Context: an optimization exercise on an open-source flow, tuned for small area. The choices shown serve that exercise and are no tape-out recipe. In this exercise RTL edits were held to simulation tests only and were not proved equivalent to the original. Power figures rest on the tool's default switching activity, not on a simulated workload.

==> inputs of run E <==
==> flow/design.v <==
`timescale 1ns / 1ps
module main
    (
        input clk,
        input rst_n,
        input BTNU,
        output LED16_B,
        output [15:0] led,
        output [7:0] AN,
        output [7:0] SEG
    );
    reg       s0, s1;
    reg [5:0] deb;           
    reg       press;
    wire deb_end  = &deb;
    wire rise     = s0 & ~s1;
    wire [5:0] deb_step = {deb[4:0], deb[5] ^ deb[4]};
    always @(posedge clk) begin
        if (!rst_n) begin
            s0 <= 0; s1 <= 0; deb <= 0; press <= 0;
        end else begin
            s0 <= BTNU;
            s1 <= s0;
            press <= deb_end & s0;
            if (rise)         deb <= 6'b001111;
            else if (deb_end) deb <= 0;
            else              deb <= deb_step;
        end
    end
    reg [15:0] count;
    always @(posedge clk) begin
        if (!rst_n)     count <= 0;
        else if (press) count <= count + 1'b1;
    end
    reg [7:0]  conv;         
    reg        dirty;        
    reg [2:0]  since;        
    reg [2:0]  delta;        
    reg        wrap;         
    reg [15:0] disp;         
    wire idle     = ~|conv;
    wire capture  = idle & dirty;
    wire done     = &conv;
    wire [7:0] conv_step = {conv[6:0], conv[7] ^ conv[5] ^ conv[4] ^ conv[3]};
    wire [2:0] since_p = since + press;
    always @(posedge clk) begin
        if (!rst_n) begin
            conv  <= 0;
            dirty <= 1;
            since <= 0;
        end else begin
            dirty <= press | (dirty & ~capture);
            if (capture) begin
                conv  <= 8'b00011111;
                since <= 0;
            end else begin
                conv  <= done ? 8'd0 : conv_step;
                since <= since_p;
            end
        end
    end
    always @(posedge clk) begin
        if (capture) begin
            delta <= since_p;
            wrap  <= (count < since) | (press & &count);
        end
    end
    wire [4:0] s_0   = disp[3:0] + delta;
    wire       c_0   = s_0 >= 10;
    wire [3:0] n_0   = c_0 ? s_0 - 4'd10 : s_0[3:0];
    wire       c_1   = c_0 & (disp[7:4] == 9);
    wire [3:0] n_1   = c_0 ? (c_1 ? 4'd0 : disp[7:4] + 1'b1) : disp[7:4];
    wire       c_2   = c_1 & (disp[11:8] == 9);
    wire [3:0] n_2   = c_1 ? (c_2 ? 4'd0 : disp[11:8] + 1'b1) : disp[11:8];
    wire       c_3   = c_2 & (disp[15:12] == 9);
    wire [3:0] n_3   = c_2 ? (c_3 ? 4'd0 : disp[15:12] + 1'b1) : disp[15:12];
    wire [3:0] w_0   = s_0[3:0] - 4'd6;
    always @(posedge clk) begin
        if (!rst_n)     disp <= 0;
        else if (done)  disp <= wrap ? {12'd0, w_0} : {n_3, n_2, n_1, n_0};
    end
    reg [4:0] scan;          
    reg       started;
    reg [3:0] digit;
    wire step = &scan[2:0];
    always @(posedge clk) begin
        if (!rst_n) begin
            scan    <= 5'd28;
            started <= 0;
            digit   <= 4'hF;
        end else begin
            scan <= scan + 1'b1;
            if (step) begin
                started <= 1;
                case (scan[4:3])
                    2'd3: digit <= disp[3:0];
                    2'd0: digit <= disp[7:4];
                    2'd1: digit <= disp[11:8];
                    2'd2: digit <= disp[15:12];
                endcase
            end
        end
    end
    reg [6:0] seg;
    always @(*) begin
        case (digit)
            0       : seg = 7'b0111111;
            1       : seg = 7'b0000110;
            2       : seg = 7'b1011011;
            3       : seg = 7'b1001111;
            4       : seg = 7'b1100110;
            5       : seg = 7'b1101101;
            6       : seg = 7'b1111101;
            7       : seg = 7'b0000111;
            8       : seg = 7'b1111111;
            9       : seg = 7'b1100111;
            default : seg = 7'b0000000;
        endcase
    end
    assign SEG     = {1'b1, ~seg};
    assign AN      = {4'hF, ~(started & scan[4:3] == 2'd3), ~(started & scan[4:3] == 2'd2),
                            ~(started & scan[4:3] == 2'd1), ~(started & scan[4:3] == 2'd0)};
    assign LED16_B = BTNU;
    assign led     = count;
endmodule
==> flow/run.sh <==
#!/bin/bash
# synth_recipe.tcl (not shown) runs the flow's synth.tcl, then flattens the netlist and writes it again
# the make line also repeats each setting of config.mk as NAME=value (left out here)
make -C /OpenROAD-flow-scripts/flow DESIGN_CONFIG=/design/flow/config.mk WORK_HOME=/design/flow/orfs CLKGATE_MAP_FILE= SYNTH_SCRIPT=/design/flow/synth_recipe.tcl finish
==> flow/config.mk <==
export PLATFORM = sky130hd
export DESIGN_NAME = main
export DESIGN_NICKNAME = main
export VERILOG_FILES = /design/flow/design.v
export SDC_FILE = /design/flow/constraint.sdc
export NUM_CORES = 4
export LEC_CHECK = 0
export CAP_MARGIN = 20
export CORE_MARGIN = 2
export CORE_UTILIZATION = 40
export SLEW_MARGIN = 20
==> flow/constraint.sdc <==
create_clock -name core_clock -period 10.0 [get_ports {clk}]
set_input_delay 2.0000 -clock core_clock [delete_from_list [all_inputs] [get_ports {clk}]]
set_output_delay 2.0000 -clock core_clock [all_outputs]
set_load 0.01 [all_outputs]
==> inputs of run D, as changes to run E <==
--- a/flow/design.v
+++ b/flow/design.v
@@ -29,7 +29,8 @@
     end
     reg [15:0] count;
+    wire [15:0] count_n = count + press;
     always @(posedge clk) begin
         if (!rst_n)     count <= 0;
-        else if (press) count <= count + 1'b1;
+        else            count <= count_n;
     end
     reg [7:0]  conv;         
@@ -37,5 +38,5 @@
     reg [2:0]  since;        
     reg [2:0]  delta;        
-    reg        wrap;         
+    reg        is_small;        
     reg [15:0] disp;         
     wire idle     = ~|conv;
@@ -60,23 +61,30 @@
         end
     end
+    wire count_small = ~|count_n[15:3];
     always @(posedge clk) begin
         if (capture) begin
-            delta <= since_p;
-            wrap  <= (count < since) | (press & &count);
+            is_small <= count_small;
+            delta <= count_small ? count_n[2:0] : since_p;
         end
     end
-    wire [4:0] s_0   = disp[3:0] + delta;
-    wire       c_0   = s_0 >= 10;
-    wire [3:0] n_0   = c_0 ? s_0 - 4'd10 : s_0[3:0];
-    wire       c_1   = c_0 & (disp[7:4] == 9);
-    wire [3:0] n_1   = c_0 ? (c_1 ? 4'd0 : disp[7:4] + 1'b1) : disp[7:4];
-    wire       c_2   = c_1 & (disp[11:8] == 9);
-    wire [3:0] n_2   = c_1 ? (c_2 ? 4'd0 : disp[11:8] + 1'b1) : disp[11:8];
-    wire       c_3   = c_2 & (disp[15:12] == 9);
-    wire [3:0] n_3   = c_2 ? (c_3 ? 4'd0 : disp[15:12] + 1'b1) : disp[15:12];
-    wire [3:0] w_0   = s_0[3:0] - 4'd6;
+    wire [3:0] b_0   = is_small ? 4'd0 : disp[3:0];
+    wire [3:0] s_0   = b_0 + delta;                      
+    wire       c_0   = s_0[3] & (s_0[2] | s_0[1]);       
+    wire [3:0] n_0   = c_0 ? {2'b00, s_0[2], s_0[0]} : s_0;
+    wire       k_1   = done & c_0;                       
+    wire       k_2   = k_1 & disp[4] & disp[7];          
+    wire       k_3   = k_2 & disp[8] & disp[11];
+    wire       k_4   = k_3 & disp[12] & disp[15];
+    function [3:0] bcd_inc(input [3:0] d, input k, input kout);
+        bcd_inc = {d[3] ^ ((k & d[2] & d[1] & d[0]) | kout), d[2] ^ (k & d[1] & d[0]),
+                   d[1] ^ (k & d[0] & ~d[3]), d[0] ^ k};
+    endfunction
+    wire clr = ~rst_n | (done & is_small);
     always @(posedge clk) begin
-        if (!rst_n)     disp <= 0;
-        else if (done)  disp <= wrap ? {12'd0, w_0} : {n_3, n_2, n_1, n_0};
+        if (!rst_n)     disp[3:0] <= 0;
+        else if (done)  disp[3:0] <= n_0;
+        if (clr)        disp[15:4] <= 0;
+        else            disp[15:4] <= {bcd_inc(disp[15:12], k_3, k_4), bcd_inc(disp[11:8], k_2, k_3),
+                                       bcd_inc(disp[7:4], k_1, k_2)};
     end
     reg [4:0] scan;          
@@ -102,21 +110,14 @@
         end
     end
-    reg [6:0] seg;
-    always @(*) begin
-        case (digit)
-            0       : seg = 7'b0111111;
-            1       : seg = 7'b0000110;
-            2       : seg = 7'b1011011;
-            3       : seg = 7'b1001111;
-            4       : seg = 7'b1100110;
-            5       : seg = 7'b1101101;
-            6       : seg = 7'b1111101;
-            7       : seg = 7'b0000111;
-            8       : seg = 7'b1111111;
-            9       : seg = 7'b1100111;
-            default : seg = 7'b0000000;
-        endcase
-    end
-    assign SEG     = {1'b1, ~seg};
+    wire d0 = digit[0], d1 = digit[1], d2 = digit[2], d3 = digit[3];
+    wire [6:0] seg_off;
+    assign seg_off[0] = (d2 & ~d1 & ~d0) | (d3 & d1) | (~d3 & ~d2 & ~d1 & d0);
+    assign seg_off[1] = (d2 & (d1 ^ d0)) | (d3 & d1);
+    assign seg_off[2] = (~d2 & d1 & ~d0) | (d3 & d1);
+    assign seg_off[3] = (~d2 & ~d1 & d0) | (d2 & ~d1 & ~d0) | (d2 & d1 & d0);
+    assign seg_off[4] = d0 | (d2 & ~d1);
+    assign seg_off[5] = (d1 & d0) | (~d2 & d1) | (~d3 & ~d2 & d0);
+    assign seg_off[6] = (d2 & d1 & d0) | (~d3 & ~d2 & ~d1);
+    assign SEG     = {1'b1, seg_off};
     assign AN      = {4'hF, ~(started & scan[4:3] == 2'd3), ~(started & scan[4:3] == 2'd2),
                             ~(started & scan[4:3] == 2'd1), ~(started & scan[4:3] == 2'd0)};
==> flow/flow/run.sh (new file) <==
#!/bin/bash
# Standard ORFS flow with area-oriented settings:
#  - port buffers made from the smallest buffer cell
#  - buffers inserted by ABC removed (repair_design re-buffers where needed)
#  - clock tree without dummy loads, clustered into few large buffers
#  - non-critical gates downsized after global routing
export BUFFER_PORTS_ARGS="-buffer_cell sky130_fd_sc_hd__buf_1"
export REMOVE_ABC_BUFFERS=1
export RECOVER_POWER=100
export CTS_ARGS="-sink_clustering_enable -repair_clock_nets -dont_use_dummy_load -sink_clustering_size 100 -sink_clustering_max_diameter 500 -buf_list sky130_fd_sc_hd__clkbuf_16"
bash standard.sh > standard.log 2>&1
==> flow/standard.sh (new file) <==
#!/bin/bash
# synth_recipe.tcl (not shown) runs the flow's synth.tcl, then flattens the netlist and writes it again
# the make line also repeats each setting of config.mk as NAME=value (left out here)
make -C /OpenROAD-flow-scripts/flow DESIGN_CONFIG=/design/flow/config.mk WORK_HOME=/design/flow/orfs CLKGATE_MAP_FILE= SYNTH_SCRIPT=/design/flow/synth_recipe.tcl "${@:-finish}"
removed: flow/run.sh
==> inputs of run Y, as changes to run E <==
--- a/flow/design.v
+++ b/flow/design.v
@@ -29,7 +29,8 @@
     end
     reg [15:0] count;
+    wire [15:0] count_n = count + press;
     always @(posedge clk) begin
         if (!rst_n)     count <= 0;
-        else if (press) count <= count + 1'b1;
+        else            count <= count_n;
     end
     reg [7:0]  conv;         
@@ -37,5 +38,5 @@
     reg [2:0]  since;        
     reg [2:0]  delta;        
-    reg        wrap;         
+    reg        is_small;        
     reg [15:0] disp;         
     wire idle     = ~|conv;
@@ -60,23 +61,30 @@
         end
     end
+    wire count_small = ~|count_n[15:3];
     always @(posedge clk) begin
         if (capture) begin
-            delta <= since_p;
-            wrap  <= (count < since) | (press & &count);
+            is_small <= count_small;
+            delta <= count_small ? count_n[2:0] : since_p;
         end
     end
-    wire [4:0] s_0   = disp[3:0] + delta;
-    wire       c_0   = s_0 >= 10;
-    wire [3:0] n_0   = c_0 ? s_0 - 4'd10 : s_0[3:0];
-    wire       c_1   = c_0 & (disp[7:4] == 9);
-    wire [3:0] n_1   = c_0 ? (c_1 ? 4'd0 : disp[7:4] + 1'b1) : disp[7:4];
-    wire       c_2   = c_1 & (disp[11:8] == 9);
-    wire [3:0] n_2   = c_1 ? (c_2 ? 4'd0 : disp[11:8] + 1'b1) : disp[11:8];
-    wire       c_3   = c_2 & (disp[15:12] == 9);
-    wire [3:0] n_3   = c_2 ? (c_3 ? 4'd0 : disp[15:12] + 1'b1) : disp[15:12];
-    wire [3:0] w_0   = s_0[3:0] - 4'd6;
+    wire [3:0] b_0   = is_small ? 4'd0 : disp[3:0];
+    wire [3:0] s_0   = b_0 + delta;                      
+    wire       c_0   = s_0[3] & (s_0[2] | s_0[1]);       
+    wire [3:0] n_0   = c_0 ? {2'b00, s_0[2], s_0[0]} : s_0;
+    wire       k_1   = done & c_0;                       
+    wire       k_2   = k_1 & disp[4] & disp[7];          
+    wire       k_3   = k_2 & disp[8] & disp[11];
+    wire       k_4   = k_3 & disp[12] & disp[15];
+    function [3:0] bcd_inc(input [3:0] d, input k, input kout);
+        bcd_inc = {d[3] ^ ((k & d[2] & d[1] & d[0]) | kout), d[2] ^ (k & d[1] & d[0]),
+                   d[1] ^ (k & d[0] & ~d[3]), d[0] ^ k};
+    endfunction
+    wire clr = ~rst_n | (done & is_small);
     always @(posedge clk) begin
-        if (!rst_n)     disp <= 0;
-        else if (done)  disp <= wrap ? {12'd0, w_0} : {n_3, n_2, n_1, n_0};
+        if (!rst_n)     disp[3:0] <= 0;
+        else if (done)  disp[3:0] <= n_0;
+        if (clr)        disp[15:4] <= 0;
+        else            disp[15:4] <= {bcd_inc(disp[15:12], k_3, k_4), bcd_inc(disp[11:8], k_2, k_3),
+                                       bcd_inc(disp[7:4], k_1, k_2)};
     end
     reg [4:0] scan;          
@@ -102,21 +110,14 @@
         end
     end
-    reg [6:0] seg;
-    always @(*) begin
-        case (digit)
-            0       : seg = 7'b0111111;
-            1       : seg = 7'b0000110;
-            2       : seg = 7'b1011011;
-            3       : seg = 7'b1001111;
-            4       : seg = 7'b1100110;
-            5       : seg = 7'b1101101;
-            6       : seg = 7'b1111101;
-            7       : seg = 7'b0000111;
-            8       : seg = 7'b1111111;
-            9       : seg = 7'b1100111;
-            default : seg = 7'b0000000;
-        endcase
-    end
-    assign SEG     = {1'b1, ~seg};
+    wire d0 = digit[0], d1 = digit[1], d2 = digit[2], d3 = digit[3];
+    wire [6:0] seg_off;
+    assign seg_off[0] = (d2 & ~d1 & ~d0) | (d3 & d1) | (~d3 & ~d2 & ~d1 & d0);
+    assign seg_off[1] = (d2 & (d1 ^ d0)) | (d3 & d1);
+    assign seg_off[2] = (~d2 & d1 & ~d0) | (d3 & d1);
+    assign seg_off[3] = (~d2 & ~d1 & d0) | (d2 & ~d1 & ~d0) | (d2 & d1 & d0);
+    assign seg_off[4] = d0 | (d2 & ~d1);
+    assign seg_off[5] = (d1 & d0) | (~d2 & d1) | (~d3 & ~d2 & d0);
+    assign seg_off[6] = (d2 & d1 & d0) | (~d3 & ~d2 & ~d1);
+    assign SEG     = {1'b1, seg_off};
     assign AN      = {4'hF, ~(started & scan[4:3] == 2'd3), ~(started & scan[4:3] == 2'd2),
                             ~(started & scan[4:3] == 2'd1), ~(started & scan[4:3] == 2'd0)};
==> qor summary <==
|  | run E | run Y | run D |
|---|---|---|---|
| Count of max-cap constraint violations | 0 | 0 | 1 |
| Worst-Margin Slew | 0.622 ns | 0.511 ns | 1.77 ns |
| Post-Route Skew | 0.0132 ns | 0.0105 ns | 0.0150 ns |
| Total die area | 10100 sq um | 8860 sq um | 8860 sq um |
| Clock-pin slew reported for the worst setup and hold paths after clock tree synthesis | 0.08 ns | 0.08 ns | 0.04 ns |
| Non-filler instance count after layout | 544 | 469 | 462 |
| Met1 demand-to-capacity share in global routing | 0.201 | 0.183 | 0.184 |
| Mapped Cells | 402 | 339 | 339 |
| Reg2Reg Launch Point | delta[0] | is_small | is_small |
| Outcome | finished clean | finished clean | complete, but fails checks |
| Layout check failures | - | - | max-capacitance violations, max-slew violations |
| Site row count | 35 | 32 | 32 |
| Final worst setup slack | 5.00 ns | 5.01 ns | 5.77 ns |
| Syn avg cell area | 9.27 sq um | 9.58 sq um | 9.58 sq um |
| Via count of the first global-routing pass | 2606 | 2232 | 2178 |
| Non-clock buffer instance count of the final layout | 32 | 31 | 31 |
| Non-Filler Cell Area, Final | 4290 sq um | 3830 sq um | 3600 sq um |
| Combined area of all synthesized cells | 3730 sq um | 3250 sq um | 3250 sq um |
| Area of all sequential standard cells | 1520 sq um | 1380 sq um | 1380 sq um |
| Ratio of cells with drive above 1 in the final layout | 0.0785 | 0.0763 | 0.0472 |
| Worst path most repeated cell | clkdlybuf4s50_1 | clkdlybuf4s50_1 | buf_1 |
| Switching share of power | 0.308 | 0.246 | 0.240 |
| Sequential power share | 0.481 | 0.467 | 0.492 |
| Met2 wire length | 3.40 mm | 2.60 mm | 2.42 mm |
| Clock Tree Root | clkbuf_8 | clkbuf_8 | clkbuf_16 |
| Area used by multi-input combinational logic | 2000 sq um | 1730 sq um | 1720 sq um |
| Maximum VDD drop | 0.0793 mV | 0.0864 mV | 0.127 mV |

-- afterwards: timing with drivers on the ports --
How much do the figures lean on ideal ports? The routed layouts below were timed once more, with nothing changed but the port constraints.
Step 1, drivers: a clkbuf_16 drives clk and a buf_2 each remaining input, both assumed.
Step 2 adds t to the input delays and takes it off the output delays; t is the mean of the earliest and latest rising clock arrival at the registers after step 1. Input paths then give back, and output paths get back, about the clock's delay inside the block.
Three values: no drivers, after step 1, after step 2; two values: the first two.
run	shift t [ns]	setup WS [ns]	worst setup path after step 2	slew at the worst register clock pin (ns)
run E	0.376	4.996 / 4.971 / 4.971	input to output	0.09 / 0.09
run D	0.352	5.773 / 5.750 / 5.456	input to register	0.06 / 0.06
run Y	0.371	5.006 / 4.984 / 4.984	input to output	0.08 / 0.08
The setup slack of run D, which loses most, moves by -0.023 ns with the drivers and by -0.317 ns with both steps.
